Background: an optimization exercise with open tools, aiming at small area, a short achievable clock period and few clock cycles per item. Do not read the settings as production practice.
Where RTL was checked, it was by simulation tests only, not by an equivalence proof against the original.
The RTL of runs 1 to 4 was laid out without a check of its function.

==> design/flow/run.sh <==
#!/bin/bash
# synth_recipe.tcl (not shown) runs the flow's synth.tcl, then flattens the netlist and writes it again
# the make line also repeats each setting of config.mk as NAME=value (left out here)
make -C /OpenROAD-flow-scripts/flow DESIGN_CONFIG=/design/flow/config.mk WORK_HOME=/design/flow/orfs CLKGATE_MAP_FILE= SYNTH_SCRIPT=/design/flow/synth_recipe.tcl finish
==> design/flow/config.mk <==
export PLATFORM = sky130hd
export DESIGN_NAME = SquareRoot
export DESIGN_NICKNAME = SquareRoot
export VERILOG_FILES = /design/flow/design.v
export SDC_FILE = /design/flow/constraint.sdc
export NUM_CORES = 4
export LEC_CHECK = 0
export CAP_MARGIN = 20
export CORE_MARGIN = 2
export CORE_UTILIZATION = 40
export SLEW_MARGIN = 20
==> design/flow/constraint.sdc <==
create_clock -name core_clock -period 8.5 [get_ports {clk}]
set_input_delay 1.7000 -clock core_clock [delete_from_list [all_inputs] [get_ports {clk}]]
set_output_delay 1.7000 -clock core_clock [all_outputs]
set_load 0.01 [all_outputs]
==> design/flow/design.v <==
`timescale 1ns / 1ps
module SquareRoot(outdata,checkflag,clk,rst,start,indata);
 input wire clk;
 input wire rst;
 input wire start;
 input wire [31:0] indata;
 output reg [15:0] outdata;    
 output reg checkflag;
 reg [27:0] x;       
 reg [15:0] r;       
 reg        neg;     
 reg [2:0]  cnt;     
 wire go = start & (cnt == 3'd0);
 wire [17:0] sa = {r, x[27:26]} + {outdata ^ {16{~neg}}, 2'b11};
 wire [15:0] qa = {outdata[14:0], ~sa[17]};
 wire [17:0] sum = {sa[15:0], x[25:24]} + {qa ^ {16{~sa[17]}}, 2'b11};
 reg [2:0] r0;       
 reg       n0;       
 reg [1:0] q0;
 always @(*) begin
    case (indata[31:28])
    4'd0:  begin r0 = 3'b111; n0 = 1'b1; q0 = 2'd0; end
    4'd1:  begin r0 = 3'd0;   n0 = 1'b0; q0 = 2'd1; end
    4'd2:  begin r0 = 3'd1;   n0 = 1'b0; q0 = 2'd1; end
    4'd3:  begin r0 = 3'd2;   n0 = 1'b0; q0 = 2'd1; end
    4'd4:  begin r0 = 3'b011; n0 = 1'b1; q0 = 2'd2; end
    4'd5:  begin r0 = 3'b100; n0 = 1'b1; q0 = 2'd2; end
    4'd6:  begin r0 = 3'b101; n0 = 1'b1; q0 = 2'd2; end
    4'd7:  begin r0 = 3'b110; n0 = 1'b1; q0 = 2'd2; end
    4'd8:  begin r0 = 3'b111; n0 = 1'b1; q0 = 2'd2; end
    4'd9:  begin r0 = 3'd0;   n0 = 1'b0; q0 = 2'd3; end
    4'd10: begin r0 = 3'd1;   n0 = 1'b0; q0 = 2'd3; end
    4'd11: begin r0 = 3'd2;   n0 = 1'b0; q0 = 2'd3; end
    4'd12: begin r0 = 3'd3;   n0 = 1'b0; q0 = 2'd3; end
    4'd13: begin r0 = 3'd4;   n0 = 1'b0; q0 = 2'd3; end
    4'd14: begin r0 = 3'd5;   n0 = 1'b0; q0 = 2'd3; end
    default: begin r0 = 3'd6; n0 = 1'b0; q0 = 2'd3; end
    endcase
 end
 always @(posedge clk) begin
    if (go) begin
        x       <= indata[27:0];
        r       <= {{13{n0}}, r0};
        neg     <= n0;
        outdata <= {14'd0, q0};
    end else begin
        x       <= {x[23:0], 4'b0000};
        r       <= sum[15:0];
        neg     <= sum[17];
        if (cnt != 3'd0)
            outdata <= {qa[14:0], ~sum[17]};
    end
 end
 always @(posedge clk) begin
    if (rst) begin
        cnt       <= 3'd0;
        checkflag <= 1'b0;
    end else if (go) begin
        cnt       <= 3'd7;
        checkflag <= 1'b0;
    end else if (cnt != 3'd0) begin
        cnt       <= cnt - 3'd1;
        checkflag <= (cnt == 3'd1);
    end
 end
endmodule
==> results list, run 1 <==
- Clock Pin Slew Worst Setup and Hold Paths: 0.08 ns
* Depth of the CTS H-tree: 3
- Most common cell in the netlist: sky130_fd_sc_hd__nand2_1
* Clock insertion delay at the later pin of the skew report: around 0.36 ns
- The final critical path takes up 66.23% of the cycle.
- The tightest min-delay check is of the reg2reg type.
- The clock arrives with 0.01006 ns of skew.
- Top cells by area in the synthesized netlist: sky130_fd_sc_hd__dfxtp_1, sky130_fd_sc_hd__ha_1, sky130_fd_sc_hd__nand2_1
- Number of inserted filler cells in the final layout: 939
- Critical-path top delay cell: sky130_fd_sc_hd__dfxtp_1
* Post-synth ARST share: 0%
- For this design, the CTS-stage hold fixing added 0 buffers.
- The smallest clock period supported by the final layout is computed as 5.630 ns.
- In the routed design, unresolved DRC markers number 0.
- Max Fanout on Critical Path: 16
- Number of storage elements in the synthesis netlist: 65
* Relative slew slack: 35.01%
* Share of the synthesized area in the top cell type: roughly 33%
- Antenna-violating nets left: 0
- Count of cells resized by post-cts repair: 0
- Chip Width: 102.3 µm
- Maximum number of pins on one net before global-route repair: 51
- Required time of the critical path: 8.62 ns
* Inserted Clock Buffers: 9
- Broken down by cell family, the worst path's largest delay share belongs to compound AO/OA/AOI/OAI gates.
- Before antenna repair, the detailed router went through 4 iterations.
- Vert. Die Dim: 102.3 µm
- Actual slew at the worst max-slew pin: 0.9735 ns
- Total Negative Setup Slacks: 0 ns
* Final routed wire length divided by cell count: 13.67 µm
* Diode count: 0
* Sequential area share after synthesis: about 34%
- The first global-routing pass estimated ~15 mm of wire.
- Deepest clock path buffer count: 2
- Setup violations remaining at the end of the flow were counted as 0.
- Each instance of the synthesized netlist takes up on average 8.236 µm².
- In the final design database the tool counted a little under 600 nets.
- After layout, the worst setup slack is between 2 and 3 ns.
* Post-synth EDFFs: 2
* Setup slack at placement: 2.792 ns
- The flow ran to the end and the layout has no timing, DRC or antenna violations.
- The worst setup path is of the reg2reg kind.
* Number of warnings reported in the yosys synthesis log: 1
* Most instantiated cells after synthesis: sky130_fd_sc_hd__nand2_1, sky130_fd_sc_hd__dfxtp_1, sky130_fd_sc_hd__xnor2_1
- The initial utilization of the core area, before any placement, comes to 41.60%.
- TritonCTS built the clock tree.
- Area used by multi-input combinational logic: 2436 µm²
- Of all cell types, the one taking the most synthesized area is sky130_fd_sc_hd__dfxtp_1.
- Using the TritonRoute via totals, the vias-per-cell ratio works out to 5.031.
- Cell count after synthesis: 469
- The tool flagged a number of max-cap violations equal to 0.
* Layout overhead on the synthesized area: 21.61%
- Die Footprint: 10,460 µm²
- Largest stage delay on the critical path: 0.97 ns
- Total global routing overflow: 0
- Site row count: 35
- The initial antenna violation count came to 0.
- Unrepaired setup endpoints after global routing: no
- Leading register cell type out of synthesis: sky130_fd_sc_hd__dfxtp_1
- After detailed routing, the total wire length is 8.899 mm.
- Arrival @ worst endpoint: 5.75 ns
- Via count of the first global-routing pass: around 3,200
* Post-DP HPWL: 6.475 mm
- Root buffer cell: sky130_fd_sc_hd__clkbuf_8
* Total of buffers placed on input and output ports: 51
* Top-Level Pins: 52
* FF+latch area: ~1300 µm²
* Endpoint kind of the worst setup timing path: register
* Synthesized netlist net count: 540
- Buffers added to address setup during post-CTS repair amount to 0.
- Based on the critical path, the design can be clocked at up to 177.6 MHz.
- Final hold slack: 0.4235 ns
- Max-slew violation count: 0
* Area of the placeable core: 9284 µm²
- Number of sinks on the clock net: 65
- Proportion of layout cells with a drive suffix above 1: 5.172%
- For this run, the total global-route usage over all layers was measured as 18.75%.
- The congestion estimate from routability-driven global placement came to 0.8375.
- Kind of start point of the critical path: register
* Worst path cell trace: xnor2_1 > ha_1 > o211ai_1 > o21ai_1 > o2111ai_1 > a21oi_1 > nor4_1 > nor3_4 > xnor2_1 > ha_1 > nand2b_1 > o21ai_0 > a21oi_1 > o22ai_1 > o221ai_1 > o21ai_0 > xor3_1 > o21a_1
- Final Hold Viols: 0
- The critical path contains buffers and inverters numbering 0 combined.
- After synthesis, the netlist uses 53 different library cells.
- The synthesized netlist occupies a cell area of just under 4000 µm².
- The first routing iteration left 113 violations.
- Total via count after detailed routing: 3,275
-- tightest hold or removal path: cells and delay by family (launching register included) --
kind	cells	cell delay, ns
DFF	1	0.31
and+or+nand+nor	2	0.09
-- metrics by stage --
stage	cell area [µm²]	utilization, %	std cells
5_1_grt	4697	50.59	651
3_3_place_gp	4497	48.44	635
3_5_place_dp	4497	48.44	635
6_report	4697	50.59	651
4_1_cts	4697	50.59	651
2_1_floorplan	3862	-	469
-- state kept, by name (all words and copies together) (netlist names) --
register	cells
neg	1
r	16
x	28
checkflag	1
outdata	16
cnt	3
-- area by class of cell --
cell class | instances | area share [%]
clock buffer | 9 | 2.637
clock inverter | 7 | 1.625
inverter | 12 | 0.9590
multi-input combinational | 375 | 51.86
sequential | 65 | 28.13
tap | 129 | 3.436
timing repair buffer | 54 | 11.35
-- metal layers --
| layer | up-vias | GRT usage, % | share of wire (%) |
|---|---|---|---|
| met4 | 0 | 5.538 | 1.5 |
| met2 | 58 | 30.31 | 47 |
| met3 | 8 | 6.977 | 4.0 |
| li1 | 1701 | - | - |
| met5 | - | 0 | 0 |
| met1 | 1508 | 23.42 | 47 |
-- cell usage in the layout (no fill, tap or decap), types with 3 or more instances in the layout --
cell                              instances
sky130_fd_sc_hd__ha_1                    36
sky130_fd_sc_hd__xnor2_1                 46
sky130_fd_sc_hd__clkdlybuf4s50_1         51
sky130_fd_sc_hd__inv_1                   11
sky130_fd_sc_hd__o31ai_1                  3
sky130_fd_sc_hd__o21a_1                  12
sky130_fd_sc_hd__nand2_1                115
sky130_fd_sc_hd__xor2_1                   7
sky130_fd_sc_hd__a211oi_1                 6
sky130_fd_sc_hd__buf_4                    3
sky130_fd_sc_hd__a31oi_1                  4
sky130_fd_sc_hd__and2_1                   6
sky130_fd_sc_hd__nor3_1                   4
sky130_fd_sc_hd__nor2_1                  20
sky130_fd_sc_hd__o21ai_0                 37
sky130_fd_sc_hd__o211ai_1                 4
sky130_fd_sc_hd__nor2b_1                  7
sky130_fd_sc_hd__o21ai_1                  3
sky130_fd_sc_hd__dfxtp_1                 63
sky130_fd_sc_hd__mux2i_1                  5
sky130_fd_sc_hd__nand2b_1                 7
sky130_fd_sc_hd__a21o_1                   8
sky130_fd_sc_hd__inv_6                    3
sky130_fd_sc_hd__clkbuf_8                 9
sky130_fd_sc_hd__a21oi_1                 13
-- worst paths after layout --
check,start,end,slack (ns),cells past startpoint
max,neg,outdata[0],2.87,18
max reg2reg,neg,outdata[0],2.87,18
min reg2reg,x[15],x[19],0.42,2
min,x[15],x[19],0.42,2
-- kinds of logic after synthesis --
group	count (synthesis)	share of synthesized area (%)
adder cells (fa/ha/maj)	36	11.66
XOR/XNOR	54	12.63
AND/OR/NAND/NOR	179	20.96
flip-flops	65	34.21
buffers and inverters	29	2.915
AO/OA/AOI/OAI	101	16.33
multiplexers	5	1.296
==> run 2: changes to the inputs <==
==> design/flow/design.v (replaced) <==
`timescale 1ns / 1ps
module SquareRoot(outdata,checkflag,clk,rst,start,indata);
 input wire clk;
 input wire rst;
 input wire start;
 input wire [31:0] indata;
 output reg [15:0] outdata;    
 output reg checkflag;
 reg [13:0] h;       
 reg [15:0] r;       
 reg        neg;     
 reg [2:0]  cnt;     
 wire idle = (cnt == 3'd0);
 wire [15:0] qa, qb;
 wire [15:0] za = {outdata[14:0], ~sa[17]};
 genvar k;
 generate
    for (k = 0; k < 16; k = k + 1) begin : mask
        assign qa[k] = outdata[k] & (2 * cnt <= 15 - k);
        assign qb[k] = za[k] & (2 * cnt <= 16 - k);
    end
 endgenerate
 wire [17:0] sa = {r, h[13], outdata[15]} + {qa ^ {16{~neg}}, 2'b11};
 wire [17:0] sum = {sa[15:0], h[12], outdata[14]} + {qb ^ {16{~sa[17]}}, 2'b11};
 function [5:0] first2;
    input [3:0] n;
    reg [2:0] r0;
    reg       n0;
    reg [1:0] q0;
    begin
    case (n)
    4'd0:  begin r0 = 3'b111; n0 = 1'b1; q0 = 2'd0; end
    4'd1:  begin r0 = 3'd0;   n0 = 1'b0; q0 = 2'd1; end
    4'd2:  begin r0 = 3'd1;   n0 = 1'b0; q0 = 2'd1; end
    4'd3:  begin r0 = 3'd2;   n0 = 1'b0; q0 = 2'd1; end
    4'd4:  begin r0 = 3'b011; n0 = 1'b1; q0 = 2'd2; end
    4'd5:  begin r0 = 3'b100; n0 = 1'b1; q0 = 2'd2; end
    4'd6:  begin r0 = 3'b101; n0 = 1'b1; q0 = 2'd2; end
    4'd7:  begin r0 = 3'b110; n0 = 1'b1; q0 = 2'd2; end
    4'd8:  begin r0 = 3'b111; n0 = 1'b1; q0 = 2'd2; end
    4'd9:  begin r0 = 3'd0;   n0 = 1'b0; q0 = 2'd3; end
    4'd10: begin r0 = 3'd1;   n0 = 1'b0; q0 = 2'd3; end
    4'd11: begin r0 = 3'd2;   n0 = 1'b0; q0 = 2'd3; end
    4'd12: begin r0 = 3'd3;   n0 = 1'b0; q0 = 2'd3; end
    4'd13: begin r0 = 3'd4;   n0 = 1'b0; q0 = 2'd3; end
    4'd14: begin r0 = 3'd5;   n0 = 1'b0; q0 = 2'd3; end
    default: begin r0 = 3'd6; n0 = 1'b0; q0 = 2'd3; end
    endcase
    first2 = {n0, r0, q0};
    end
 endfunction
 wire [2:0] r0;
 wire       n0;
 wire [1:0] q0;
 assign {n0, r0, q0} = first2(indata[31:28]);
 wire [13:0] hi_in, lo_in;
 generate
    for (k = 0; k < 14; k = k + 1) begin : split
        assign hi_in[k] = indata[2*k+1];
        assign lo_in[k] = indata[2*k];
    end
 endgenerate
 always @(posedge clk) begin
    if (idle) begin
        h   <= hi_in;
        r   <= {{13{n0}}, r0};
        neg <= n0;
    end else begin
        h   <= {h[11:0], 2'b00};
        r   <= sum[15:0];
        neg <= sum[17];
    end
 end
 always @(posedge clk) begin
    if (!idle)
        outdata <= {za[14:0], ~sum[17]};
    else if (start)
        outdata <= {lo_in, q0};
 end
 always @(posedge clk) begin
    if (rst) begin
        cnt       <= 3'd0;
        checkflag <= 1'b0;
    end else if (start & idle) begin
        cnt       <= 3'd7;
        checkflag <= 1'b0;
    end else if (!idle) begin
        cnt       <= cnt - 3'd1;
        checkflag <= (cnt == 3'd1);
    end
 end
endmodule
--- a/design/flow/config.mk
+++ b/design/flow/config.mk
@@ -7,5 +7,6 @@
 export LEC_CHECK = 0
 export CAP_MARGIN = 20
 export CORE_MARGIN = 2
-export CORE_UTILIZATION = 40
+export CORE_UTILIZATION = 60
+export SETUP_SLACK_MARGIN = 5
 export SLEW_MARGIN = 20
==> run 2 against run 1 <==
First-iteration DRC count increased to 3.0 times the previous value. Sequential share of layout area shrank 4.7 points. Clock-buffer cell count decreased by 4. Still clean. Critical path depth is the same. Largest cell class unchanged. Register-to-register slack better by 1.2 ns. Utilization is 36 points higher. Synthesized cell count decreased by 19%. Global-route usage increased by 11 points.
==> results list, run 2 <==
- The run finished with no timing, DRC or antenna violations.
* Synthesized netlist net count: ~450
* Largest delay contributor family on the critical path: compound AO/OA/AOI/OAI gates
* Worst Path Buf+Inv: 1
* Clock tree skew after final layout: 0.006500 ns
- Largest area contributor in the synthesized netlist: sky130_fd_sc_hd__dfxtp_1
- DRT Wirelength: between 10 and 15 mm
- Chip Width: 81.83 µm
* Final routed wire length divided by cell count: 18.93 µm
- Largest stage delay on the critical path: 0.41 ns
- Synthesis handed over a netlist of between 300 and 400 instances.
- After layout, the minimum clock period comes to 4.404 ns.
- After detailed routing, no signal wire sits above met4.
* TritonCTS clock tree: built
* Number of storage elements in the synthesis netlist: 51
- Setup slack at placement: between 3 and 4 ns
* Biggest registers after layout: outdata x16, r x16, h x14
- Final weighted congestion in routability-driven placement: between 0.9 and 1
- The area growth from synthesis to layout is 40.62%.
- Initial antenna violation count: 0
- Clock insertion delay at the later pin of the skew report: 0.31 ns
- The routed design uses 747 µm of met3 wire.
- Metal1 wirelength: between 4 and 5 mm
- Max Fanout on Critical Path: 9
- Leading cell types in the layout, fill and taps excluded: sky130_fd_sc_hd__clkdlybuf4s50_1, sky130_fd_sc_hd__buf_4, sky130_fd_sc_hd__dfxtp_1
- Total Negative Setup Slacks: 0 ns
- Post-synth ARST share: 0%
* FMAX: between 200 and 250 MHz
* Required time of the critical path: 8.57 ns
- For this configuration, the core starts out at a cell density of just over 60%.
- Across all setup checks in the final design, the least slack found is 4.096 ns.
* Worst path cell trace: ha_4 > o311ai_4 > xor2_1 > ha_1 > nand2_1 > o31ai_4 > o221ai_4 > xnor2_4 > buf_12 > xor2_1 > ha_1 > a21oi_2 > o21ai_2 > o21ai_2 > a31oi_2 > a31oi_1 > xnor3_1 > o21a_1
- Dividing the final minimum period by the clock period gives 51.81%.
* Avg Inst Size Synth: around 9.6 µm²
- Wire length of the first global-routing pass: 15.12 mm
* HP Class: reg2reg
* Site row count: 28
* Unrepaired setup endpoints after global routing: yes
* Length of the first detailed-routing pass in iterations: 5
* Most common cell after layout, fill and taps aside: sky130_fd_sc_hd__clkdlybuf4s50_1
- Proportion of layout cells with a drive suffix above 1: 31.78%
- Ranked by total cell area, the synthesized netlist is headed by sky130_fd_sc_hd__dfxtp_1, sky130_fd_sc_hd__ha_1, sky130_fd_sc_hd__edfxtp_1.
- Critical-path top delay cell: sky130_fd_sc_hd__dfxtp_4
* Deepest clock path buffer count: 2
- At the worst endpoint, the arrival time is 4.48 ns.
- Kind of start point of the critical path: register
- Top-Level Pins: 52
- The repair_antennas step left the layout with diodes totalling 0.
- Setup violations remaining at the end of the flow were counted as 0.
- In this run the standard cell core region covers 5886 µm².
- Relative slew slack: 50.33%
- Maximum number of pins on one net before global-route repair: 53
* Depth of the CTS H-tree: 2
* Number of inserted filler cells in the final layout: roughly 270
- Via count of the first global-routing pass: 3,152
- Die Footprint: 6696 µm²
* Vert. Die Dim: 81.83 µm
- Measured on the finished design, the core utilization comes to 86.84%.
- Antenna-violating nets left: 0
- Sequential cells were found to cover 32.50% of the synthesized design area.
- The count of buffers added on input and output ports is slightly above 50.
- Inserted Clock Buffers: 5
* Post-DP HPWL: 6.593 mm
* Most instantiated cells after synthesis: sky130_fd_sc_hd__ha_1, sky130_fd_sc_hd__dfxtp_1, sky130_fd_sc_hd__xnor2_1
* Clock Pin Slew Worst Setup and Hold Paths: roughly 0.10 ns
- STA classifies the critical path endpoint as a register.
* Root buffer cell: sky130_fd_sc_hd__clkbuf_8
- The total overflow left after global routing is 0.
* # DRC: 0
- Vias per cell: between 6 and 7
- Most common cell in the netlist: sky130_fd_sc_hd__ha_1
- The most used flip-flop cell after synthesis is sky130_fd_sc_hd__dfxtp_1.
* Number of sinks on the clock net: 51
- The number of slew-limit violations in the final report is 0.
- By startpoint and endpoint, the worst setup path is classified as reg2reg.
- The number of endpoints with negative hold slack in the final report was 0.
* All-Layer GR Usage: between 30% and 40%
* Count of max-cap constraint violations: 0
- Final nets: 546
- Counting distinct cell types in the post-synthesis netlist gives 43.
- Final hold slack: 0.4634 ns
* DR iter-0 viols: 336
* Post-synth EDFFs: 16
- Summing over every cut layer, the via total after detailed routing is between 3,000 and 4,000.
* Number of warnings reported in the yosys synthesis log: 1
- Cell area after synthesis: 3635 µm²
- Share of the synthesized area in the top cell type: 19.28%
* Met2 layer wire length in the routed design: 4.980 mm
* Actual slew at the worst max-slew pin: 0.7450 ns
[run 2: cell count changes in the layout (fill, tap and decap cells not counted), moves of 8 or more]
cell                       previous run  this run
sky130_fd_sc_hd__buf_4                3        44
sky130_fd_sc_hd__dfxtp_1             63        31
sky130_fd_sc_hd__edfxtp_1             2        16
sky130_fd_sc_hd__ha_1                36        28
sky130_fd_sc_hd__mux2_2               0        26
sky130_fd_sc_hd__nand2_1            115        17
sky130_fd_sc_hd__o21ai_0             37        16
sky130_fd_sc_hd__xnor2_1             46        27
sky130_fd_sc_hd__xor2_1               7        22
[run 2: area by class of cell]
| cell class | count | area (µm²) | share of cell area [%] |
|---|---|---|---|
| inverters | 18 | 75.07 | 1.469 |
| clock inverters | 3 | 43.79 | 0.8568 |
| clock buffers | 5 | 68.82 | 1.346 |
| well taps | 75 | 93.84 | 1.836 |
| repair buffers | 98 | 883.3 | 17.28 |
| multi-input cells | 297 | 2750 | 53.81 |
| flip-flops and latches | 51 | 1196 | 23.40 |
[run 2: worst paths after layout]
kind	start	to	slack (ns)	depth (start not counted)
setup / recovery	cnt[1]	outdata[0]	4.10	18
hold / removal	h[8]	h[10]	0.46	1
setup reg to reg	cnt[1]	outdata[0]	4.10	18
hold reg to reg	h[8]	h[10]	0.46	1
[run 2: kinds of logic after synthesis]
kind of cell | share of synthesized area [%]
compound gates | 17.52
simple gates | 9.466
xor+xnor | 14.63
flops | 32.50
fa+ha+maj | 13.77
buf+inv | 3.235
mux | 8.881
[run 2: worst register-to-register path, cell delays in order (launching register included)]
cell and delay (ns):
sky130_fd_sc_hd__dfxtp_4 0.41, sky130_fd_sc_hd__ha_4 0.19, sky130_fd_sc_hd__o311ai_4 0.33, sky130_fd_sc_hd__xor2_1 0.14
sky130_fd_sc_hd__ha_1 0.34, sky130_fd_sc_hd__nand2_1 0.12, sky130_fd_sc_hd__o31ai_4 0.30, sky130_fd_sc_hd__o221ai_4 0.16
sky130_fd_sc_hd__xnor2_4 0.17, sky130_fd_sc_hd__buf_12 0.18, sky130_fd_sc_hd__xor2_1 0.17, sky130_fd_sc_hd__ha_1 0.36
sky130_fd_sc_hd__a21oi_2 0.22, sky130_fd_sc_hd__o21ai_2 0.12, sky130_fd_sc_hd__o21ai_2 0.19, sky130_fd_sc_hd__a31oi_2 0.12
sky130_fd_sc_hd__a31oi_1 0.20, sky130_fd_sc_hd__xnor3_1 0.26, sky130_fd_sc_hd__o21a_1 0.19
[run 2: stage by stage]
step / instances / cell area [µm²]
after floorplan: 379 / 3877
after global placement: 493 / 4410
after detailed placement: 493 / 4410
after CTS: 537 / 4942
after global routing: 547 / 5111
final: 547 / 5111
[run 2: layer usage]
metal	track usage, %	vias to the layer above
met5	0	-
met4	6.833	0
met3	6.264	33
met2	52.44	143
met1	38.14	1596
li1	-	1531
[run 2: timing repair]
action,CTS,global route
pin swaps,25,19
setup buffers,36,10
resized for setup,31,22
hold buffers,0,0
endpoints found under the setup margin,15,15
==> run 3: changes to the inputs <==
==> design/flow/flow/run.sh (new file) <==
#!/bin/bash
set -euo pipefail
MARGIN=$(cat flow/margin.txt)
bash standard.sh "BUFFER_PORTS_ARGS=-buffer_cell sky130_fd_sc_hd__buf_2" \
  "SETUP_SLACK_MARGIN=$MARGIN" finish > standard.log 2>&1
==> design/flow/flow/margin.txt (new file) <==
5.0
==> design/flow/standard.sh (new file) <==
#!/bin/bash
# synth_recipe.tcl (not shown) runs the flow's synth.tcl, then flattens the netlist and writes it again
# the make line also repeats each setting of config.mk as NAME=value (left out here)
make -C /OpenROAD-flow-scripts/flow DESIGN_CONFIG=/design/flow/config.mk WORK_HOME=/design/flow/orfs CLKGATE_MAP_FILE= SYNTH_SCRIPT=/design/flow/synth_recipe.tcl "${@:-finish}"
removed: design/flow/run.sh
==> run 3 against run 2 <==
Synthesized cell count unchanged. First-iteration DRC count decreased by 27%. Die area unchanged. Final cell count increased by 1.8%. Still clean.
==> results list, run 3 <==
- FF+latch area: about 1200 µm²
- Leading register cell type out of synthesis: sky130_fd_sc_hd__dfxtp_1
- Final routed wire length divided by cell count: 18.41 µm
* Initial core utilization: 61.76%
* Largest stage delay on the critical path: 0.41 ns
- In this run, synthesis inferred 16 flip-flops with an integrated enable.
- The run finished with no timing, DRC or antenna violations.
- Count of max-cap constraint violations: 0
* DR iter-0 viols: 246
- Data on the critical path arrives at its endpoint at 4.47 ns.
* Leading cell types in the layout, fill and taps excluded: sky130_fd_sc_hd__buf_2, sky130_fd_sc_hd__buf_4, sky130_fd_sc_hd__dfxtp_1
* Cell area after synthesis: 3635 µm²
- The setup path with the least slack is of type reg2reg.
* Largest delay contributor family on the critical path: compound AO/OA/AOI/OAI gates
* Area of the placeable core: just under 6000 µm²
- sky130_fd_sc_hd__dfxtp_1 takes more of the synthesized area than any other cell.
- Global routing used 28.31% of the available tracks across all layers.
* Proportion of layout cells with a drive suffix above 1: 46.47%
- On the final layout, the worst hold slack is between 0.4 and 0.5 ns.
- Via count of the first global-routing pass: about 3,000
* Number of storage elements in the synthesis netlist: 51
- Most common cell after layout, fill and taps aside: sky130_fd_sc_hd__buf_2
* Total Negative Setup Slacks: 0 ns
* Instance count on the critical path: 24
- The number of slew-limit violations in the final report came to 0.
- Actual slew at the worst max-slew pin: ~0.77 ns
* Endpoint kind of the worst setup timing path: register
- After detailed routing, the number of vias per cell comes to 5.833.
- Critical-path top delay cell: sky130_fd_sc_hd__dfxtp_4
* Inserted Clock Buffers: 5
- Die Footprint: 6696 µm²
- TritonCTS clock tree: built
- The routed layout has 3,249 vias.
- Clock tree skew after final layout: 0.01716 ns
- The initial antenna violation count is 0.
- Clock latency on the worst-skew pair, taken at its later pin, is roughly 0.32 ns.
- During placement, the flow inserted port buffers numbering 51.
- Number of sinks on the clock net: 51
* Most common cell in the netlist: sky130_fd_sc_hd__ha_1
* Area used by multi-input combinational logic: 2833 µm²
* Deepest clock path buffer count: 2
- The routed design has 10.26 mm of wire.
* Top-Level Pins: 52
- Share of the synthesized area in the top cell type: 19.28%
- The critical path contains buffers and inverters numbering 4 combined.
- Synthesized netlist net count: 454
* Placed standard-cell area: 4163 µm²
* Site row count: 28
- Post-synth ARST share: 0%
- The worst pin sits at a relative slew slack of 48.87%.
* Worst path cell trace: inv_4 > ha_4 > inv_2 > ha_4 > nor2b_4 > xnor2_1 > ha_1 > nand2_2 > o21ai_2 > nand3_2 > o31ai_4 > o221ai_4 > xnor2_4 > buf_6 > buf_16 > xor2_1 > ha_2 > o21ai_4 > nor3_4 > o21ai_2 > a31oi_1 > a31oi_1 > xnor3_1 > o21a_1
- Biggest registers after layout: outdata x16, r x16, h x14
- Yosys mapped the design onto 43 distinct sky130hd cell types.
- The number of antenna diodes in the final layout is 0.
- Setup violations remaining at the end of the flow were counted as 0.
- The worst setup path is launched from a register.
- By area the synthesized netlist is led by sky130_fd_sc_hd__dfxtp_1, sky130_fd_sc_hd__ha_1, sky130_fd_sc_hd__edfxtp_1.
- Depth of the CTS H-tree: 2
- STA puts the critical path data required time at 8.59 ns.
- By count the netlist is led by sky130_fd_sc_hd__ha_1, sky130_fd_sc_hd__dfxtp_1, sky130_fd_sc_hd__xnor2_1.
* Antenna-violating nets left: 0
* Minimum clock period: roughly 4.4 ns
- Total global routing overflow: 0
- After detailed routing, the number of remaining DRC violations is 0.
- The first detailed-routing pass took 4 iterations.
* Chip Width: 81.83 µm
- The wire-length estimate of the detail-placed layout is ~6.4 mm.
- The first global-routing pass estimated 14.14 mm of wire.
- The number of endpoints with negative hold slack in the final report came to 0.
- Final weighted congestion in routability-driven placement: 1.031
- In this run the vertical extent of the chip is 81.83 µm.
- After clock tree synthesis, the flow added hold-fix buffers numbering 0.
- Setup repair after global routing could not meet its margin everywhere.
- Max Fanout on Critical Path: 6
- The filler cells instantiated in the layout total approximately 310.
- After synthesis, the mean cell area works out to 9.590 µm².
* Layout overhead on the synthesized area: 38.31%
- Entering global routing, the biggest net connects 53 pins.
- Once layout is done, the placed cells without fillers occupy 5027 µm².
* HP Class: reg2reg
- Final cycle utilization of the critical path: 51.54%
- FMAX: 228.3 MHz
- Sequential cells were found to cover around a third of the synthesized design area.
- Worst Reg-to-Reg Cells: 24
* Final nets: 556
- For this run, the number of Yosys warnings is 1.
- Number of instances on the worst hold path: 1
* Clock Pin Slew Worst Setup and Hold Paths: between 0.1 and 0.15 ns
* Cell count after synthesis: 379
- The cell sitting at the root of the clock tree is a sky130_fd_sc_hd__clkbuf_8.
-- run 3: worst reg2reg max path: cells and delay by family, from the launching register on --
kind | cells | cell delay [ns]
and+or+nand+nor | 4 | 0.54
AOI/OAI and AO/OA | 8 | 1.17
buffers and inverters | 4 | 0.42
xor gates and xnor gates | 4 | 0.62
DFF | 1 | 0.41
adders and majority gates | 4 | 0.97
-- run 3: final cells by class --
cell class / count / share of cell area [%]
tap: 75 / 1.867
clock inverter: 3 / 0.5226
clock buffer: 5 / 1.369
multi-input combinational: 297 / 56.35
inverter: 18 / 1.493
sequential: 51 / 23.79
timing repair buffer: 108 / 14.61
-- run 3: cell families (layout without fill, tap and decap cells) --
family | Yosys count | in the layout | synth area share [%]
AO/OA/AOI/OAI | 96 | 96 | 17.52
flip-flops | 51 | 51 | 32.50
adder cells (fa/ha/maj) | 40 | 40 | 13.77
AND/OR/NAND/NOR | 75 | 75 | 9.466
buffers and inverters | 31 | 134 | 3.235
multiplexers | 29 | 29 | 8.881
XOR/XNOR | 57 | 57 | 14.63
-- run 3: per-layer routing --
layer,vias up,GRT usage (%),routed length (µm)
met1,1530,37.35,4281
met2,143,46.91,4939
li1,1541,-,-
met3,35,5.055,705
met5,-,0,0
met4,0,9.500,331
-- run 3: final timing paths --
check,from,end,slack (ns)
worst max-delay path,cnt[1],outdata[0],4.12
worst min-delay path,h[4],h[6],0.46
worst max register to register,cnt[1],outdata[0],4.12
worst min register to register,h[4],h[6],0.46
-- run 3: per-stage QoR --
step	worst slack, ns	cells	utilization, %
floorplan	4.365	379	-
global placement	3.643	494	70.73
detailed placement	3.491	494	70.73
CTS	4.190	538	79.68
global route	3.998	557	85.42
finish	4.120	557	85.42
-- run 3: what timing repair did --
item | CTS | global route
endpoints found under the hold margin | 0 | 0
pin swaps | 31 | 37
endpoints found under the setup margin | 15 | 14
cloned | 1 | 0
buffers inserted | 35 | 19
gates resized for setup | 35 | 45
==> run 4: changes to the inputs <==
--- a/design/flow/design.v
+++ b/design/flow/design.v
@@ -9,19 +9,34 @@
  reg [13:0] h;       
  reg [15:0] r;       
  reg        neg;     
- reg [2:0]  cnt;     
- wire idle = (cnt == 3'd0);
- wire [15:0] qa, qb;
- wire [15:0] za = {outdata[14:0], ~sa[17]};
+ reg [3:0]  cnt;     
+ wire idle = (cnt == 4'd0);
+ function [15:0] qmask;
+    input [3:0] c;
+    begin
+    case (c)
+    4'd0: qmask = 16'b1111111111111111;
+    4'd1: qmask = 16'b0111111111111111;
+    4'd2: qmask = 16'b0011111111111111;
+    4'd3: qmask = 16'b0001111111111111;
+    4'd4: qmask = 16'b0000111111111111;
+    4'd5: qmask = 16'b0000011111111111;
+    4'd6: qmask = 16'b0000001111111111;
+    4'd7: qmask = 16'b0000000111111111;
+    4'd8: qmask = 16'b0000000011111111;
+    4'd9: qmask = 16'b0000000001111111;
+    4'd10: qmask = 16'b0000000000111111;
+    4'd11: qmask = 16'b0000000000011111;
+    4'd12: qmask = 16'b0000000000001111;
+    4'd13: qmask = 16'b0000000000000111;
+    4'd14: qmask = 16'b0000000000000011;
+    default: qmask = 16'b0;
+    endcase
+    end
+ endfunction
+ wire [15:0] q = outdata & qmask(cnt);
  genvar k;
- generate
-    for (k = 0; k < 16; k = k + 1) begin : mask
-        assign qa[k] = outdata[k] & (2 * cnt <= 15 - k);
-        assign qb[k] = za[k] & (2 * cnt <= 16 - k);
-    end
- endgenerate
- wire [17:0] sa = {r, h[13], outdata[15]} + {qa ^ {16{~neg}}, 2'b11};
- wire [17:0] sum = {sa[15:0], h[12], outdata[14]} + {qb ^ {16{~sa[17]}}, 2'b11};
+ wire [17:0] sum = {r, h[13], outdata[15]} + {q ^ {16{~neg}}, 2'b11};
  function [5:0] first2;
     input [3:0] n;
     reg [2:0] r0;
@@ -66,27 +81,27 @@
         r   <= {{13{n0}}, r0};
         neg <= n0;
     end else begin
-        h   <= {h[11:0], 2'b00};
+        h   <= {h[12:0], 1'b0};
         r   <= sum[15:0];
         neg <= sum[17];
     end
  end
  always @(posedge clk) begin
     if (!idle)
-        outdata <= {za[14:0], ~sum[17]};
+        outdata <= {outdata[14:0], ~sum[17]};
     else if (start)
         outdata <= {lo_in, q0};
  end
  always @(posedge clk) begin
     if (rst) begin
-        cnt       <= 3'd0;
+        cnt       <= 4'd0;
         checkflag <= 1'b0;
     end else if (start & idle) begin
-        cnt       <= 3'd7;
+        cnt       <= 4'd14;
         checkflag <= 1'b0;
     end else if (!idle) begin
-        cnt       <= cnt - 3'd1;
-        checkflag <= (cnt == 3'd1);
+        cnt       <= cnt - 4'd1;
+        checkflag <= (cnt == 4'd1);
     end
  end
 endmodule
==> design/flow/flow/margin.txt (replaced) <==
5.8
==> run 4 against run 3 <==
Sequential cell count grew 1. Register-to-register slack better by 1.5 ns. Largest cell class unchanged.
==> results list, run 4 <==
* Post-layout worst setup margin: about 5.7 ns
* Final Hold Viols: 0
- The first TritonRoute pass finished after 4 iterations.
- After floorplanning, the core was sized to cover 4786 µm².
- Die Footprint: 5622 µm²
- Most common cell in the netlist: sky130_fd_sc_hd__nand2_1
- The number of slew-limit violations in the final report was 0.
* Initial antenna violation count: 0
- At the placement stage, the worst setup path has a slack of between 5 and 6 ns.
* Most common cell after layout, fill and taps aside: sky130_fd_sc_hd__nand2_1
* Count of max-cap constraint violations: 0
- Setup repair after global routing could not meet its margin everywhere.
- Among all flip-flop cells after synthesis, the most frequent one is sky130_fd_sc_hd__dfxtp_1.
- Total global routing overflow: 0
* Diode count: 0
* Sequential area share after synthesis: between 30% and 40%
* HP Class: reg2reg
- In the routed layout, each cell is associated on average with a via count of 5.588.
* Number of inserted filler cells in the final layout: 341
- Total Negative Setup Slacks: 0 ns
* Setup-violating endpoint count in the final report: 0
- After layout, the worst path uses 33.38% of the clock period.
- The worst register-to-register path has a depth of 10.
- The flow ran to the end and the layout has no timing, DRC or antenna violations.
- Number of instances on the worst hold path: 2
- Synthesized netlist net count: 414
* Chip Width: 74.98 µm
- All-Layer GR Usage: 25.76%
* Antenna-violating nets left: 0
- Post-DP HPWL: 4.817 mm
* Relative slew slack: 57.03%
* Actual slew at the worst max-slew pin: between 0.6 and 0.7 ns
* Arrival @ worst endpoint: 2.91 ns
* Number of warnings reported in the yosys synthesis log: 1
- Post-synth EDFFs: 16
- Proportion of layout cells with a drive suffix above 1: 29.58%
- Entering global routing, the biggest net connects 43 pins.
- The clock period could shrink to 2.837 ns.
- Final routed wire length divided by cell count: approximately 15 µm
- Kind of start point of the critical path: register
- STA puts the critical path data required time at about 8.6 ns.
- Top cells by area in the synthesized netlist: sky130_fd_sc_hd__dfxtp_1, sky130_fd_sc_hd__edfxtp_1, sky130_fd_sc_hd__nand2_1
* Vert. Die Dim: roughly 75 µm
- Leading cell types in the layout, fill and taps excluded: sky130_fd_sc_hd__nand2_1, sky130_fd_sc_hd__buf_2, sky130_fd_sc_hd__dfxtp_1
* Share of the synthesized area in the top cell type: 23.84%
- Based on the critical path, the design can be clocked at up to 352.4 MHz.
* Root buffer cell: sky130_fd_sc_hd__clkbuf_8
* DR iter-0 viols: 195
* Type of the setup path with the least slack: reg2reg
- Synthesis handed over a netlist of 357 instances.
- Each instance of the synthesized netlist takes up on average 8.468 µm².
* Post-synth ARST share: 0%
- TritonCTS clock tree: built
- Synth unique cells: 49
- Of all cell types, the one taking the most synthesized area is sky130_fd_sc_hd__dfxtp_1.
* Quantity of hold-fixing buffers added after cts: 0
- Site row count: 25
- Clock tree skew after final layout: 0.01235 ns
- Cell area after synthesis: between 3000 and 4000 µm²
- Wires add up to 7.404 mm.
- Inserted Clock Buffers: 5
* Initial core utilization: 63.16%
- The congestion estimate from routability-driven global placement came to 0.8658.
- In the synthesized netlist, the cells that appear most often are sky130_fd_sc_hd__nand2_1, sky130_fd_sc_hd__dfxtp_1, sky130_fd_sc_hd__ha_1.
- CTS built an H-tree with a depth of 2.
- STA classifies the critical path endpoint as a register.
- Number of sinks on the clock net: 52
- # DRC: 0
* Layout overhead on the synthesized area: 24.46%
- In the final layout, the registers with the most flip-flops are outdata x16, r x16, h x14.
- Via count of the first global-routing pass: 2,398
- After clock tree synthesis, the clock-pin slew on the worst setup and hold paths is roughly 0.10 ns.
- Deepest clock path buffer count: 2
- Max Fanout on Critical Path: 8
- Number of storage elements in the synthesis netlist: 52
- Across all layers, the routed design uses 2,755 vias.
- The first global-routing pass estimated roughly 11 mm of wire.
* Top-Level Pins: 52
* Total of buffers placed on input and output ports: 51
- Clock latency on the worst-skew pair, taken at its later pin, is 0.32 ns.
* Final nets: 482
## run 4: changes by cell type in the layout (fill, tap and decap cells not counted), sizes merged, moves of 5 or more
cell,before,now
a21oi,20,12
and3,2,7
buf,108,77
ha,40,22
inv,20,14
mux2,26,0
nand2,23,105
nor2,22,12
nor3,6,11
o21ai,27,15
xnor2,32,5
xor2,24,18
## run 4: timing repair
action	CTS	global route
resized for setup	19	24
cloned	0	0
pin swaps	8	13
setup endpoints to repair	9	9
setup buffers	12	11
## run 4: through the flow
| stage | area [µm²] | hold WS (ns) | utilization, % | instances |
|---|---|---|---|---|
| after floorplan | 3049 | 0.3988 | - | 357 |
| after global placement | 3331 | 0.4007 | 69.59 | 462 |
| after detailed placement | 3331 | 0.4098 | 69.59 | 462 |
| after CTS | 3577 | 0.4342 | 74.75 | 482 |
| after global routing | 3762 | 0.4438 | 78.61 | 493 |
| final | 3762 | 0.4305 | 78.61 | 493 |
## run 4: area by class of cell
cell class | instances | area (µm²) | share of cell area, %
Timing Repair Buffer | 77 | 450.4 | 11.97
Inverter | 13 | 56.30 | 1.497
Tap cell | 67 | 83.83 | 2.228
Clock buffer | 5 | 68.82 | 1.829
Multi-Input combinational cell | 276 | 1863 | 49.52
Sequential cell | 52 | 1217 | 32.36
Clock inverter | 3 | 22.52 | 0.5986
## run 4: kinds of logic after synthesis
logic type	Yosys count	synth area share [%]
and+or+nand+nor	157	22.60
AOI/OAI and AO/OA	72	16.85
DFF	52	39.74
buffers and inverters	29	4.388
xor gates and xnor gates	23	6.664
adders and majority gates	22	9.106
muxes	2	0.6623
## run 4: worst paths after layout
check	slack (ns)	endpoint	startpoint
setup / recovery	5.66	outdata[0]	cnt[1]
hold / removal	0.43	h[8]	h[7]
setup reg to reg	5.66	outdata[0]	cnt[1]
hold reg to reg	0.43	h[8]	h[7]
## run 4: routing by layer
metal,up-vias,track usage [%],share of wire [%]
met5,-,0,0
met4,0,10.52,2.8
met3,22,4.418,6.7
met2,118,42.01,47
met1,1244,34.04,43
li1,1371,-,-
## run 4: critical path, stage by stage (launching register included)
cell and delay [ns]:
sky130_fd_sc_hd__dfxtp_4 0.40, sky130_fd_sc_hd__ha_1 0.22, sky130_fd_sc_hd__nand2_1 0.09, sky130_fd_sc_hd__and3_1 0.19, sky130_fd_sc_hd__xnor2_1 0.18, sky130_fd_sc_hd__ha_2 0.35
sky130_fd_sc_hd__nand2_1 0.11, sky130_fd_sc_hd__o21ai_1 0.10, sky130_fd_sc_hd__a221o_1 0.37, sky130_fd_sc_hd__a2111o_1 0.42, sky130_fd_sc_hd__and3_1 0.16
==> run 5: changes to the inputs <==
==> design/flow/design.v (replaced) <==
`timescale 1ns / 1ps
module SquareRoot(outdata,checkflag,clk,rst,start,indata);
 input wire clk;
 input wire rst;
 input wire start;
 input wire [31:0] indata;
 output reg [15:0] outdata;    
 output reg checkflag;
 reg [27:0] x;       
 reg [15:0] r;       
 reg        neg;     
 reg [3:0]  cnt;     
 wire idle = (cnt == 4'd0);
 wire [17:0] sum = {r, x[27:26]} + {outdata ^ {16{~neg}}, 2'b11};
 function [4:0] first2;
    input [3:0] n;
    begin
    case (n)
    4'd0:  first2 = {2'd0, 3'd0};
    4'd1:  first2 = {2'd1, 3'd0};
    4'd2:  first2 = {2'd1, 3'd1};
    4'd3:  first2 = {2'd1, 3'd2};
    4'd4:  first2 = {2'd2, 3'd0};
    4'd5:  first2 = {2'd2, 3'd1};
    4'd6:  first2 = {2'd2, 3'd2};
    4'd7:  first2 = {2'd2, 3'd3};
    4'd8:  first2 = {2'd2, 3'd4};
    4'd9:  first2 = {2'd3, 3'd0};
    4'd10: first2 = {2'd3, 3'd1};
    4'd11: first2 = {2'd3, 3'd2};
    4'd12: first2 = {2'd3, 3'd3};
    4'd13: first2 = {2'd3, 3'd4};
    4'd14: first2 = {2'd3, 3'd5};
    default: first2 = {2'd3, 3'd6};
    endcase
    end
 endfunction
 wire [1:0] q0;
 wire [2:0] r0;
 assign {q0, r0} = first2(indata[31:28]);
 always @(posedge clk) begin
    if (idle) begin
        x   <= indata[27:0];
        r   <= {13'd0, r0};
        neg <= 1'b0;
    end else begin
        x   <= {x[25:0], 2'b00};
        r   <= sum[15:0];
        neg <= sum[17];
    end
 end
 always @(posedge clk) begin
    if (!idle)
        outdata <= {outdata[14:0], ~sum[17]};
    else if (start)
        outdata <= {14'd0, q0};
 end
 always @(posedge clk) begin
    if (rst) begin
        cnt       <= 4'd0;
        checkflag <= 1'b0;
    end else if (start & idle) begin
        cnt       <= 4'd14;
        checkflag <= 1'b0;
    end else if (!idle) begin
        cnt       <= cnt - 4'd1;
        checkflag <= (cnt == 4'd1);
    end
 end
endmodule
==> design/flow/flow/run.sh (replaced) <==
#!/bin/bash
set -euo pipefail
MARGIN=$(cat flow/margin.txt)
bash standard.sh "BUFFER_PORTS_ARGS=-buffer_cell sky130_fd_sc_hd__buf_1" \
  "SETUP_SLACK_MARGIN=$MARGIN" finish > standard.log 2>&1
==> design/flow/flow/margin.txt (replaced) <==
5.7
--- a/design/flow/config.mk
+++ b/design/flow/config.mk
@@ -7,6 +7,6 @@
 export LEC_CHECK = 0
 export CAP_MARGIN = 20
 export CORE_MARGIN = 2
-export CORE_UTILIZATION = 60
+export CORE_UTILIZATION = 75
 export SETUP_SLACK_MARGIN = 5
 export SLEW_MARGIN = 20
==> run 5 against run 4 <==
Still clean. First-iteration DRC count is 22% higher. Final cell count is 8.3% lower. Synthesized cell count is 3.1% lower. Largest cell class unchanged.
==> results list, run 5 <==
- For the pin with the worst max-slew slack, the measured transition is approximately 0.9 ns.
* Worst path cell trace: buf_1 > nand2b_1
- At the end of routability-driven placement, the weighted congestion stood at 0.8934.
* Initial antenna violation count: 0
- Deepest clock path buffer count: 2
- Vert. Die Dim: 69.01 µm
* Unrepaired setup endpoints after global routing: no
* Clock Pin Slew Worst Setup and Hold Paths: 0.07 ns
- Largest delay contributor family on the critical path: simple AND/OR/NAND/NOR gates
- Critical-path top delay cell: sky130_fd_sc_hd__nand2b_1
- STA classifies the critical path startpoint as an input pin.
- Depth of the CTS H-tree: 3
- Most common cell in the netlist: sky130_fd_sc_hd__nand2_1
* Initial core utilization: 78.66%
* Type of the setup path with the least slack: in2reg
- Chip Width: 69.01 µm
- HP Class: reg2reg
- In the layout the commonest cells are sky130_fd_sc_hd__nand2_1, sky130_fd_sc_hd__buf_1, sky130_fd_sc_hd__dfxtp_1.
- Leading register cell type out of synthesis: sky130_fd_sc_hd__dfxtp_1
- Synth unique cells: 39
- Measured against its own limit, the worst slew margin works out to 40.13%.
- The count of buffers added on input and output ports is 51.
* Cell count after synthesis: 346
* Biggest registers after layout: x x28, outdata x16, r x16
* Most common cell after layout, fill and taps aside: sky130_fd_sc_hd__nand2_1
* Avg Inst Size Synth: 9.160 µm²
- The number of endpoints with negative hold slack in the final report was 0.
* Required time of the critical path: 8.47 ns
- Clock tree skew after final layout: 0.005261 ns
- Number of storage elements in the synthesis netlist: 66
- Synthesized netlist net count: between 400 and 500
- In this run the cell area of the synthesized design comes to 3169 µm².
* Quantity of hold-fixing buffers added after cts: 0
- The root buffer cell chosen for the clock tree is sky130_fd_sc_hd__clkbuf_8.
- Maximum number of pins on one net before global-route repair: 52
- Dividing the final minimum period by the clock period gives 31.42%.
* Total global routing overflow: 0
* Max-slew violation count: 0
- Setup violations remaining at the end of the flow were counted as 0.
- CTS saw 66 sinks.
- TritonCTS built the clock tree.
- Top-Level Pins: 52
- The tool flagged a number of max-cap violations equal to 0.
- Data on the critical path arrives at its endpoint at ~2.6 ns.
- Result of the run: no timing/DRC/antenna violations
- The floorplan has 23 rows.
- sky130_fd_sc_hd__dfxtp_1 takes more of the synthesized area than any other cell.
- Inserted Clock Buffers: 9
- Dividing the detail-routed wire length by the instance count gives about 16 µm.
* All-Layer GR Usage: 32.07%
- After routing the design area is 3620 µm².
- The register with the most flip-flops in the layout has 28 of them.
* Post-synth ARST share: 0%
* Most flop-heavy register: x
- Total Negative Setup Slacks: 0 ns
- The routed layout has 2,624 vias.
* DR iter-0 viols: 238
* Top cells by area in the synthesized netlist: sky130_fd_sc_hd__dfxtp_1, sky130_fd_sc_hd__edfxtp_1, sky130_fd_sc_hd__nand2_1
* Vias per cell: between 5 and 6
* Sequential area share after synthesis: 46.74%
- Die Footprint: 4762 µm²
- The via count of the first global-routing pass was 2,706.
* # DRC: 0
- After synthesis, the largest area contributor takes up a little under a third of total cell area.
* Length of the first detailed-routing pass in iterations: 4
* Minimum clock period: between 2 and 3 ns
- After detailed placement, the total cell area comes to approximately 3400 µm².
* Max Fanout on Critical Path: 17
- Area of the placeable core: 4029 µm²
- Most instantiated cells after synthesis: sky130_fd_sc_hd__nand2_1, sky130_fd_sc_hd__dfxtp_1, sky130_fd_sc_hd__xnor2_1
- DRT Wirelength: 7.410 mm
- The wire-length estimate of the detail-placed layout is 4.572 mm.
- Wire length of the first global-routing pass: 12.10 mm
- For this run, the post-layout net count is 454.
- Compared with the post-synthesis result, the final layout area differs by 14.21%.
- Antenna-violating nets left: 0
* FMAX: between 300 and 400 MHz
- In this design, the stage delay of the slowest critical-path cell is 0.74 ns.
- Diode count: 0
- Cells with a size suffix above 1 make up 6.965% of the layout.
- The worst setup path is captured at a register.
- Worst Path Buf+Inv: 1
- Number of warnings reported in the yosys synthesis log: 1
- Post-synth EDFFs: 16
- Clock insertion delay at the later pin of the skew report: 0.34 ns
## run 5: cell types whose count changed after synthesis, moves of 11 or more
cell	previous run	this run
sky130_fd_sc_hd__xnor2_1	5	23
sky130_fd_sc_hd__dfxtp_1	36	50
sky130_fd_sc_hd__and2_1	0	16
sky130_fd_sc_hd__nand2_1	105	92
sky130_fd_sc_hd__xor2_1	18	7
## run 5: per-stage QoR
stage	std cells	setup WS (ns)	hold WS (ns)	util (%)
2_1_floorplan	346	5.722	0.3988	-
4_1_cts	452	5.776	0.4293	89.78
3_5_place_dp	436	5.463	0.4082	84.25
3_3_place_gp	436	5.575	0.4035	84.25
5_1_grt	452	5.757	0.4486	89.84
6_report	452	5.829	0.4249	89.84
## run 5: worst reg2reg max path: stages (launching register included)
cell and delay [ns]:
sky130_fd_sc_hd__dfxtp_4 0.53, sky130_fd_sc_hd__xnor2_1 0.14, sky130_fd_sc_hd__ha_1 0.29, sky130_fd_sc_hd__or3_1 0.36
sky130_fd_sc_hd__o22ai_2 0.21, sky130_fd_sc_hd__o221ai_2 0.17, sky130_fd_sc_hd__a221oi_2 0.33, sky130_fd_sc_hd__xor2_1 0.13
sky130_fd_sc_hd__o21a_1 0.19
## run 5: kinds of logic (layout without fill, tap and decap cells)
kind of cell	after synthesis	in the layout	synth area share [%]
adders and majority gates	22	22	8.685
buffers and inverters	21	77	2.487
AOI/OAI and AO/OA	59	59	13.26
xor gates and xnor gates	30	30	8.291
and+or+nand+nor	148	148	20.53
DFF	66	66	46.74
## run 5: path summary, 6_finish.rpt
path | cells after the start | slack, ns | to | start
worst max-delay path | 2 | 5.83 | outdata[2] | start
worst min-delay path | 2 | 0.42 | x[3] | x[1]
worst max register to register | 8 | 5.91 | outdata[0] | neg
worst min register to register | 2 | 0.42 | x[3] | x[1]
## run 5: repair_timing
item,in CTS,in global routing
buffers inserted,0,0
setup endpoints to repair,4,1
gates resized for setup,1,1
hold endpoints to repair,0,0
## run 5: cell type report
type,instances,area (µm²)
Clock buffer,11,162.7
Timing Repair Buffer,53,206.4
Clock inverter,5,58.81
Tap cell,50,62.56
Multi-Input combinational cell,259,1614
Fill cell,195,409.1
Inverter,8,30.03
Sequential cell,66,1485
## run 5: routing by layer
layer	vias to the layer above	wire length (µm)	global-route usage, %
met5	-	0	0
met4	0	213	15.90
met3	27	400	6.140
met2	94	3816	56.62
met1	1222	2980	36.92
li1	1281	-	-
Testbench counts of run 5, summed over its fixed seeds: cycles 30,720, ops 2,048.
==> run 6: changes to the inputs <==
==> design/flow/flow/margin.txt (replaced) <==
5.8
==> run 6 against run 5 <==
Final cell count grew 1.1%. Setup slack better by 0.0032 ns. Clock-buffer cell count increased by 3. Routed wire length shrank 3.0%. Area after synthesis is the same. First-iteration DRC count is 25% lower. Critical path depth down 1. Via count is 2.3% higher. Highest routed layer unchanged.
==> results list, run 6 <==
- The first global-routing pass estimated between 10 and 15 mm of wire.
- The tool flagged a number of max-cap violations equal to 0.
- Number of inserted filler cells in the final layout: 177
* Cell area after synthesis: 3169 µm²
* Setup-violating endpoint count in the final report: 0
- Most common cell in the netlist: sky130_fd_sc_hd__nand2_1
* Max Fanout on Critical Path: 3
- Buffers inserted to repair hold after CTS numbered 0.
- Sequential area share after synthesis: 46.74%
- After Yosys synthesis, full adders, half adders and majority gates account for 8.685% of the synthesized area.
- Across the whole layout, storage elements account for 1485 µm².
* Flip-flop count of the largest register after layout: 28
* Final weighted congestion in routability-driven placement: 0.9138
- The number of slew-limit violations in the final report came to 0.
- The share of synthesized area in the top cell type comes to 31.58%.
- In the final design database the tool counted 459 nets.
* Largest stage delay on the critical path: 0.45 ns
- Derived from the worst setup path, the maximum achievable clock frequency is approximately 370 MHz.
* Total global routing overflow: 0
- The portion of synthesized area spent on multiplexers is 0%.
- Largest area contributor in the synthesized netlist: sky130_fd_sc_hd__dfxtp_1
- Cells with a size suffix above 1 make up 7.617% of the layout.
- Headroom to the max-slew limit came out at 42.20%.
- Number of sinks on the clock net: 66
- The region available for standard cell placement spans 4029 µm².
- The longest clock path from root to sink contains 2 buffers.
* Antenna-violating nets left: 0
* Actual slew at the worst max-slew pin: 0.8670 ns
- In this run, synthesis inferred 16 flip-flops with an integrated enable.
- By area the synthesized netlist is led by sky130_fd_sc_hd__dfxtp_1, sky130_fd_sc_hd__edfxtp_1, sky130_fd_sc_hd__nand2_1.
- Largest delay contributor family on the critical path: flip-flops
* Layout overhead on the synthesized area: 15.28%
- After synthesis the netlist holds a flip-flop and latch count of 66.
- In this run the vertical extent of the chip is between 60 and 70 µm.
* Endpoint kind of the worst setup timing path: output pin
* Initial antenna violation count: 0
- The run finished with no timing, DRC or antenna violations.
* Total Negative Setup Slacks: 0 ns
- After detailed routing, the average wire length per cell comes to around 16 µm.
* Avg Inst Size Synth: 9.160 µm²
- The routed layout has 2,685 vias.
- Required time of the critical path: slightly below 7 ns
- Most instantiated cells after synthesis: sky130_fd_sc_hd__nand2_1, sky130_fd_sc_hd__dfxtp_1, sky130_fd_sc_hd__xnor2_1
* Unrepaired setup endpoints after global routing: no
* Worst path cell trace: buf_1
- Clock tree synthesis selected as its root buffer the cell sky130_fd_sc_hd__clkbuf_8.
- The clock reaches the later pin of the worst-skew pair after 0.35 ns.
* Final hold slack: between 0.4 and 0.5 ns
- Leading register cell type out of synthesis: sky130_fd_sc_hd__dfxtp_1
* Site row count: 23
* Depth of the CTS H-tree: 3
- Leading cell types in the layout, fill and taps excluded: sky130_fd_sc_hd__nand2_1, sky130_fd_sc_hd__buf_1, sky130_fd_sc_hd__dfxtp_1
- All-Layer GR Usage: 30.43%
* Most flop-heavy register: x
- After the first detailed-routing iteration, the DRC count stood at 179.
* Via count of the first global-routing pass: roughly 2,500
* Diode count: 0
- For this design the top-level I/O count stands at 52.
* Initial core utilization: between 70 and 80%
* Total of buffers placed on input and output ports: 51
- Summed over all layers, the routed wires come to 7.188 mm.
- Clock Pin Slew Worst Setup and Hold Paths: 0.07 ns
- Summing all multi-input logic gate instances after layout gives 1614 µm².
* Synthesized netlist net count: between 400 and 500
* TritonCTS clock tree: built
- HP Class: reg2reg
- Post-synth ARST share: 0%
- Post-synthesis xor/xnor area fraction: 8.291%
- # DRC: 0
- The first detailed-routing pass took 5 iterations.
- Biggest registers after layout: x x28, outdata x16, r x16
- Number of warnings reported in the yosys synthesis log: 1
- Worst Path Buf+Inv: 1
- Kind of start point of the critical path: register
- The clock arrives with 0.007521 ns of skew.
* Chip Width: 69.01 µm
- The worst setup path is of the reg2out kind.
* Synthesized-area fraction occupied by and/or/nand/nor cells: 20.53%
- Critical-path top delay cell: sky130_fd_sc_hd__edfxtp_1
- Entering global routing, the biggest net connects 52 pins.
- Vias per cell: 5.875
* Compound-cell area share of the yosys netlist: 13.26%
* Final cycle utilization of the critical path: 31.39%
- Counting the buffers created by CTS gives 9.
- Cell count after synthesis: between 300 and 400
- Post-DP HPWL: 4.373 mm
- The floorplan step defined a die boundary enclosing 4762 µm².
* Most common cell after layout, fill and taps aside: sky130_fd_sc_hd__nand2_1
* Minimum clock period: 2.668 ns
- Synthesis instantiated 39 different standard cells from the library.
* Final Hold Viols: 0
- Arrival @ worst endpoint: ~0.97 ns
* Combinational family with the most area after synthesis: simple AND/OR/NAND/NOR gates
run 6: worst register-to-register path, delay by kind of cell, from the launching register on:
kind | cells | cell delay (ns)
simple gates | 1 | 0.43
flops | 1 | 0.44
fa+ha+maj | 1 | 0.24
compound gates | 4 | 0.97
xor+xnor | 2 | 0.30
run 6: path summary, 6_finish.rpt:
path                from           to  slack, ns  depth (start not counted)
max          outdata[14]  outdata[14]       5.83                          1
max reg2reg   outdata[0]   outdata[0]       5.88                          8
min                x[13]        x[15]       0.43                          2
min reg2reg        x[13]        x[15]       0.43                          2
run 6: final cells by class:
| class | instances | area share [%] |
|---|---|---|
| Clock buffer | 14 | 5.651 |
| Clock inverter | 2 | 0.3082 |
| Inverter | 8 | 0.8219 |
| Multi-Input combinational cell | 259 | 44.18 |
| Sequential cell | 66 | 40.65 |
| Tap cell | 50 | 1.712 |
| Timing Repair Buffer | 58 | 6.678 |
run 6: stage by stage:
stage / utilization, % / setup slack [ns] / cells / cell area [µm²]
3_5_place_dp: 84.25 / 5.408 / 436 / 3395
3_3_place_gp: 84.25 / 5.576 / 436 / 3395
6_report: 90.68 / 5.832 / 457 / 3654
4_1_cts: 89.75 / 5.831 / 452 / 3616
5_1_grt: 90.68 / 5.784 / 457 / 3654
2_1_floorplan: - / 5.931 / 346 / 3174
run 6: metal layers:
layer  global-route usage [%]  routed length [µm]
met1                    36.07                2848
met2                    50.85                3613
met3                    8.041                 485
met4                    15.25                 240
met5                        0                   0
run 6: cells by family (layout without fill, tap and decap cells):
family                   Yosys count  in the layout
AND/OR/NAND/NOR                  148            148
flip-flops                        66             66
AO/OA/AOI/OAI                     59             59
XOR/XNOR                          30             30
adder cells (fa/ha/maj)           22             22
buffers and inverters             21             82
run 6: what timing repair did:
action	CTS	global route
endpoints found under the setup margin	7	1
endpoints found under the hold margin	0	0
cloned	0	0
buffers inserted	0	5
gates resized for setup	2	0

[re-timing with driven ports]
The results above use ideal ports. As a check the final layouts listed here were re-extracted and re-timed, cells and wires unchanged. Step 1, drivers: a clkbuf_16 drives clk and a buf_2 each remaining input, both assumed. Step 2, shift: input delay + t, output delay - t, t = (earliest + latest rising clock arrival at the registers) / 2. This alone moves slack from input paths to output paths. a / b / c = ideal / step 1 / step 2; a / b = the first two.
run | t (ns) | slack for setup (ns) | worst setup path at the end | clock arrival spread, ns
run 1 | 0.385 | 2.870 / 2.870 / 2.870 | register to register | 0.010 / 0.010
run 2 | 0.337 | 4.096 / 4.096 / 4.096 | register to register | 0.007 / 0.007
run 3 | 0.337 | 4.120 / 4.120 / 4.120 | register to register | 0.017 / 0.017
run 4 | 0.339 | 5.663 / 5.663 / 5.628 | input to register | 0.012 / 0.012
run 5 | 0.367 | 5.829 / 5.808 / 5.465 | input to register | 0.006 / 0.005
run 6 | 0.377 | 5.832 / 5.805 / 5.530 | input to register | 0.008 / 0.007
After both steps every run listed still meets setup and hold. The setup slack of run 5, which loses most, moves by -0.021 ns with the drivers and by -0.364 ns with both steps.
